This design comes from an exercise in tuning for small area and a short achievable clock period on the open sky130 flow, not from production work.
In this exercise RTL edits were held to simulation tests only and were not proved equivalent to the original.

==> flow/design.v, too long to show whole: its modules and the start of the top module <==
// module gte_mac123: 1207 lines
// module mac_fa: 4 lines
// module mac_ha: 4 lines
module gte_mac123 (
   input  wire               clk,
   input  wire               reset,
   input  wire               trigger,
   input  wire signed [31:0] mul1,
   input  wire signed [31:0] mul2,
   input  wire signed [44:0] add,
   input  wire               sub,
   input  wire               swap,
   input  wire               save_shifted,
   input  wire               use_ir,
   input  wire               ir_shift,
   input  wire               ir_shift_flag,
   input  wire               sat_ir,
   input  wire               sat_ir_flag,
   input  wire               use_result,
   output wire signed [31:0] mac_result,
   output reg                mac_writeback,
   output wire signed [15:0] ir_result,
   output reg                ir_writeback,
   output reg  signed [44:0] mac_last,
   output wire signed [31:0] mac_shifted,
   output wire               flag_mac_uf,
   output wire               flag_mac_of,
   output wire               flag_ir
);
  // ...
==> flow/flow/run.sh <==
#!/bin/bash
# The standard layout (the standard.sh with its unchanged synthesis) with two
# changes to how the layout is made: the port buffers are plain buffers
# (sky130_fd_sc_hd__buf_1) instead of the delay cells buffer_ports picks by
# default, and ORFS's timing repair is asked for a setup margin past what the
# clock period needs. The clock and constraints are the design's.
# make's full output goes to make_finish.log in the work folder.
set -euo pipefail
here="$(cd "$(dirname "${BASH_SOURCE[0]}")/.." && pwd)"
cd "$here"
bash ./standard.sh "BUFFER_PORTS_ARGS=-buffer_cell sky130_fd_sc_hd__buf_1" \
  SETUP_SLACK_MARGIN=6.8 finish > make_finish.log 2>&1
==> flow/standard.sh <==
#!/bin/bash
# synth_recipe.tcl (not shown) runs the flow's synth.tcl, then flattens the netlist and writes it again
# the make line also repeats each setting of config.mk as NAME=value (left out here)
make -C /OpenROAD-flow-scripts/flow DESIGN_CONFIG=/design/flow/config.mk WORK_HOME=/design/flow/orfs CLKGATE_MAP_FILE= SYNTH_SCRIPT=/design/flow/synth_recipe.tcl "${@:-finish}"
==> flow/config.mk <==
export PLATFORM = sky130hd
export DESIGN_NAME = gte_mac123
export DESIGN_NICKNAME = gte_mac123
export VERILOG_FILES = /design/flow/design.v
export SDC_FILE = /design/flow/constraint.sdc
export NUM_CORES = 4
export LEC_CHECK = 0
export ABC_AREA = 1
export CAP_MARGIN = 20
export CORE_MARGIN = 2
export CORE_UTILIZATION = 40
export SLEW_MARGIN = 20
export SYNTH_HIERARCHICAL = 1
==> flow/constraint.sdc <==
create_clock -name core_clock -period 14.0 [get_ports {clk}]
set_input_delay 2.8000 -clock core_clock [delete_from_list [all_inputs] [get_ports {clk}]]
set_output_delay 2.8000 -clock core_clock [all_outputs]
set_load 0.01 [all_outputs]
==> flow_metrics.env, run 1 <==
export IMPL_synth_top_family_by_area="adder cells"
export IMPL_run_status="timing/DRC/antenna clean"
export IMPL_highest_layer="met4"
export IMPL_synth_top_area_share_pct=29.4
export IMPL_yosys_most_used_dff="dfxtp_1"
export IMPL_seq_area_frac_synth_pct=13.8
export IMPL_min_from="mac_last[8]"
export IMPL_cp_data_required_time_ns=14.37
export IMPL_crit_end="pc_r[34]"
export IMPL_cap_violations=0
export IMPL_synth_top_cell_by_area="fa_1"
export IMPL_clk_latency_ns=0.50
export IMPL_met2WireLength_um=42400
export IMPL_synth_area_top_cells="fa_1, xor2_1, dfxtp_1"
export IMPL_cts_repair_resized=5
export IMPL_largestClassByArea="multi-input combinational cells"
export IMPL_seq_cells=186
export IMPL_initialDrtViolationCount=2180
export IMPL_setup_tns_ns=0
export IMPL_layout_commonest_cell="xor2_1"
export IMPL_dpl_worst_slack_ns=6.24
export IMPL_hold_class="flip-flop to flip-flop"
export IMPL_wl_um=93500
export IMPL_vias=23000
export IMPL_via_per_inst=5.68
export IMPL_reg_top3="mac_last (45), a_r (44), ps_r (44)"
export IMPL_layout_common_cells="xor2_1, o22ai_1, fa_1, nand2_1, inv_1"
==> inputs of run 2 (changes only) <==
--- a/flow/design.v
+++ b/flow/design.v
@@ -863,19 +863,21 @@
          ir_writeback  <= trigger & use_ir;
       end
    end
    wire [43:0] s3, c3;
    generate for (gj = 0; gj < 44; gj = gj + 1) begin : csa
       mac_fa u_fa (.a(a_r[gj]), .b(ps_r[gj]), .c(pc_r[gj]), .s(s3[gj]), .co(c3[gj]));
    end endgenerate
    wire [43:0] vb = {c3[42:0], cin_r};
-   wire [43:0] vg = s3 & vb;
+   wire [43:0] vg, vh;
+   generate for (gj = 0; gj < 44; gj = gj + 1) begin : cpa_in
+      mac_ha u_ha (.a(s3[gj]), .b(vb[gj]), .s(vh[gj]), .co(vg[gj]));
+   end endgenerate
    wire [43:0] vp = s3 | vb;
-   wire [43:0] vh = s3 ^ vb;
    wire va_g0_1 = vg[1] | (vp[1] & vg[0]);
    wire va_p0_1 = vp[1] & vp[0];
    wire va_g0_3 = vg[3] | (vp[3] & vg[2]);
    wire va_p0_3 = vp[3] & vp[2];
    wire va_g0_5 = vg[5] | (vp[5] & vg[4]);
    wire va_p0_5 = vp[5] & vp[4];
    wire va_g0_7 = vg[7] | (vp[7] & vg[6]);
    wire va_p0_7 = vp[7] & vp[6];
==> flow_metrics.env, run 2 <==
export IMPL_run_status="timing/DRC/antenna clean"
export IMPL_whs_ns=0.483
export IMPL_layout_common_cells="xor2_1, o22ai_1, fa_1, nand2_1, buf_1"
export IMPL_cts_root_buf="clkbuf_16"
export IMPL_fillCellCount=6357
export IMPL_yosys_most_used_dff="dfxtp_1"
export IMPL_grt_setup_unrepaired="no"
export IMPL_synthesis_area_um2=26300
export IMPL_synth_top_cell_by_area="fa_1"
export IMPL_rr_worst_depth=16
export IMPL_die_w_um=260
export IMPL_placed_cells=3911
export IMPL_clk_latency_ns=0.51
export IMPL_gr_usage_all_layers_pct=27.0
export IMPL_initialDrtViolationCount=2324
export IMPL_fin_crit_sh_pct=50.7
export IMPL_grt_first_pass_wirelength_um=139000
export IMPL_finalHoldViolCount=0
export IMPL_startpoint="mul2[5]"
export IMPL_cts_tree="built"
export IMPL_slew_viol_final=0
export IMPL_critical_path_class="input port to flip-flop"
export IMPL_synth_cell_types=56
export IMPL_grt_overflow=0
export IMPL_synthArstFlopShare_pct=0
export IMPL_r2r_start="pc_r[0]"
export IMPL_grt_max_degree=47
export IMPL_drc=0
export IMPL_synth_edf_count=1
export IMPL_die_h_um=260
export IMPL_synth_area_per_cell_um2=8.83
export IMPL_yosys_warnings=7
export IMPL_final_area_um2=28700
export IMPL_fp_dieArea_um2=67800
export IMPL_reg_top3="mac_last (45), a_r (44), ps_r (44)"
export IMPL_gp_congestion=0.921
export IMPL_antenna_found_initial=4
export IMPL_synth_top_area_share_pct=30.3
export IMPL_drtPass1Iterations=5
export IMPL_drive_gt1_share_pct=8.05
export IMPL_use_met1_pct=34.8
export IMPL_stdcell_count=3952
export IMPL_synth_ff_latch_count=186
export IMPL_path_max_fanout=37
export IMPL_globalRouteMet3Util_pct=7.12
export IMPL_largest_register_ffs=45
export IMPL_place_hpwl_um=66700
export IMPL_synth_area_top_cells="fa_1, xor2_1, dfxtp_1"
export IMPL_worst_slack_ns=6.91
export IMPL_clk_path_buf_depth=2
export IMPL_fin_nets=3681
export IMPL_dpl_instance_area_um2=27900
export IMPL_setup_violations=0
export IMPL_ant_nets=0
export IMPL_relSlewSlack_pct=19.9
export IMPL_cp_data_required_time_ns=14.37
export IMPL_seq_area_frac_synth_pct=14.2
export IMPL_clock_sinks=186
export IMPL_ios=251
export IMPL_r2r_slack_ns=10.42
export IMPL_initial_core_util_pct=40.6
export IMPL_wl_um=91700
export IMPL_regMostFlops="mac_last"
export IMPL_setup_tns_ns=0
export IMPL_h_tree_depth=4
export IMPL_fin_skew_ns=0.0303
export IMPL_grt_busiest_layer="met2"
export IMPL_post_synth_top_count_cell="xor2_1"
export IMPL_cap_violations=0
export IMPL_clock_fmax_mhz=141
export IMPL_vias=22600
export IMPL_start_kind="input port"
export IMPL_core_um2=64700
export IMPL_io_buffers=250
export IMPL_r2r_end="a_r[13]"
export IMPL_crit_end="pc_r[35]"
export IMPL_min_period_ns=7.09
export IMPL_fin_util_pct=44.4
export IMPL_synthCells=2978
export IMPL_fp_row_count=93
export IMPL_grt_pass1_vias=22500
export IMPL_netlist_top_cells_count="xor2_1, o22ai_1, fa_1"
export IMPL_cp_arrival_ns=7.46
export IMPL_via_per_inst=5.72
export IMPL_path_clk_slew_ns=0.08
export IMPL_worstMarginPinSlew_ns=1.20
export IMPL_drt_wirelength_per_cell_um=23.2
export IMPL_layout_commonest_cell="xor2_1"
export IMPL_use_met2_pct=42.2
export IMPL_cts_hold_buf=0
export IMPL_syn_to_final_growth_pct=9.36
export IMPL_dpl_worst_slack_ns=6.11
export IMPL_worst_setup_path_end_kind="flip-flop"
export IMPL_cts_buffers=17
export IMPL_hold_class="flip-flop to flip-flop"
run 2: cell type report:
cell class | count | area (um2) | share of cell area (%)
diodes | 2 | 5.00 | 0.0174
inverters | 191 | 724 | 2.52
clock buffers | 17 | 425 | 1.48
flip-flops and latches | 186 | 3740 | 13.0
repair buffers | 316 | 1510 | 5.25
multi-input cells | 2370 | 21100 | 73.3
clock inverters | 15 | 195 | 0.679
well taps | 855 | 1070 | 3.72
run 2: per-layer routing:
layer,share of wire [%],vias up
met5,0.025,-
met2,44,1289
met4,4.6,4
met3,11,269
li1,-,10100
met1,40,10900
run 2: kinds of logic (layout without fill, tap and decap cells):
kind of cell | count (synthesis) | count (layout) | share of synthesized area [%]
simple gates | 675 | 675 | 11.2
other cells | 2 | 10 | 0.0286
flops | 186 | 186 | 14.2
buf+inv | 429 | 539 | 6.34
fa+ha+maj | 478 | 478 | 34.1
xor+xnor | 542 | 542 | 18.1
compound gates | 633 | 634 | 14.7
mux | 33 | 33 | 1.26
run 2: Yosys stat by module (local to each module, per instance):
module,cells inside,times used,area (um2)
mac_fa,1,398,20.0
mac_ha,1,80,12.5
gte_mac123,2500,1,17300
run 2: repair_timing:
item,in CTS,in global routing
resized for setup,6,37
buffers inserted,0,6
setup endpoints to repair,13,50
pin swaps,1,4
cloned,1,0
run 2: critical path, stage by stage:
cell and delay, ns:
clkbuf_2 0.09, clkbuf_8 0.36, nor2_1 0.21, o21ai_4 0.42
buf_4 0.38, o22ai_1 0.13, xor2_1 0.22, fa_1 0.51
fa_1 0.55, fa_1 0.44, fa_1 0.40, fa_1 0.51
fa_1 0.41
run 2: worst min-delay path by stage:
stage                       from  slack [ns]  cells past startpoint           end
global route        mac_last[10]        0.51                      2  mac_last[10]
CTS                  mac_last[6]        0.48                      2   mac_last[6]
finish               mac_last[6]        0.48                      2   mac_last[6]
floorplan           mac_last[43]        0.49                      2  mac_last[43]
global placement    mac_last[15]        0.46                      2  mac_last[15]
detailed placement   mac_last[6]        0.47                      2   mac_last[6]

[static timing again, ports no longer ideal]
No port has a modelled driver above. Below, the same layouts with a new extraction and two added sets of constraints.
Step 1, drivers: a clkbuf_16 drives clk and a buf_2 each remaining input, both assumed.
Step 2, shift: input delay + t, output delay - t, t = (earliest + latest rising clock arrival at the registers) / 2. This alone moves slack from input paths to output paths.
Slacks: ideal / step 1 / step 2; pairs: ideal / step 1.
run | t (ns) | setup WS [ns] | worst hold slack (ns) | pins driven straight from the clock port
run 1 | 0.552 | 6.905 / 6.928 / 6.375 | 0.479 / 0.479 / 0.479 | 1
run 2 | 0.543 | 6.907 / 6.934 / 6.391 | 0.483 / 0.483 / 0.483 | 1
After both steps every run listed still meets setup and hold. For run 1, which loses most, drivers alone change the setup slack by +0.023 ns; drivers and shift together by -0.530 ns.
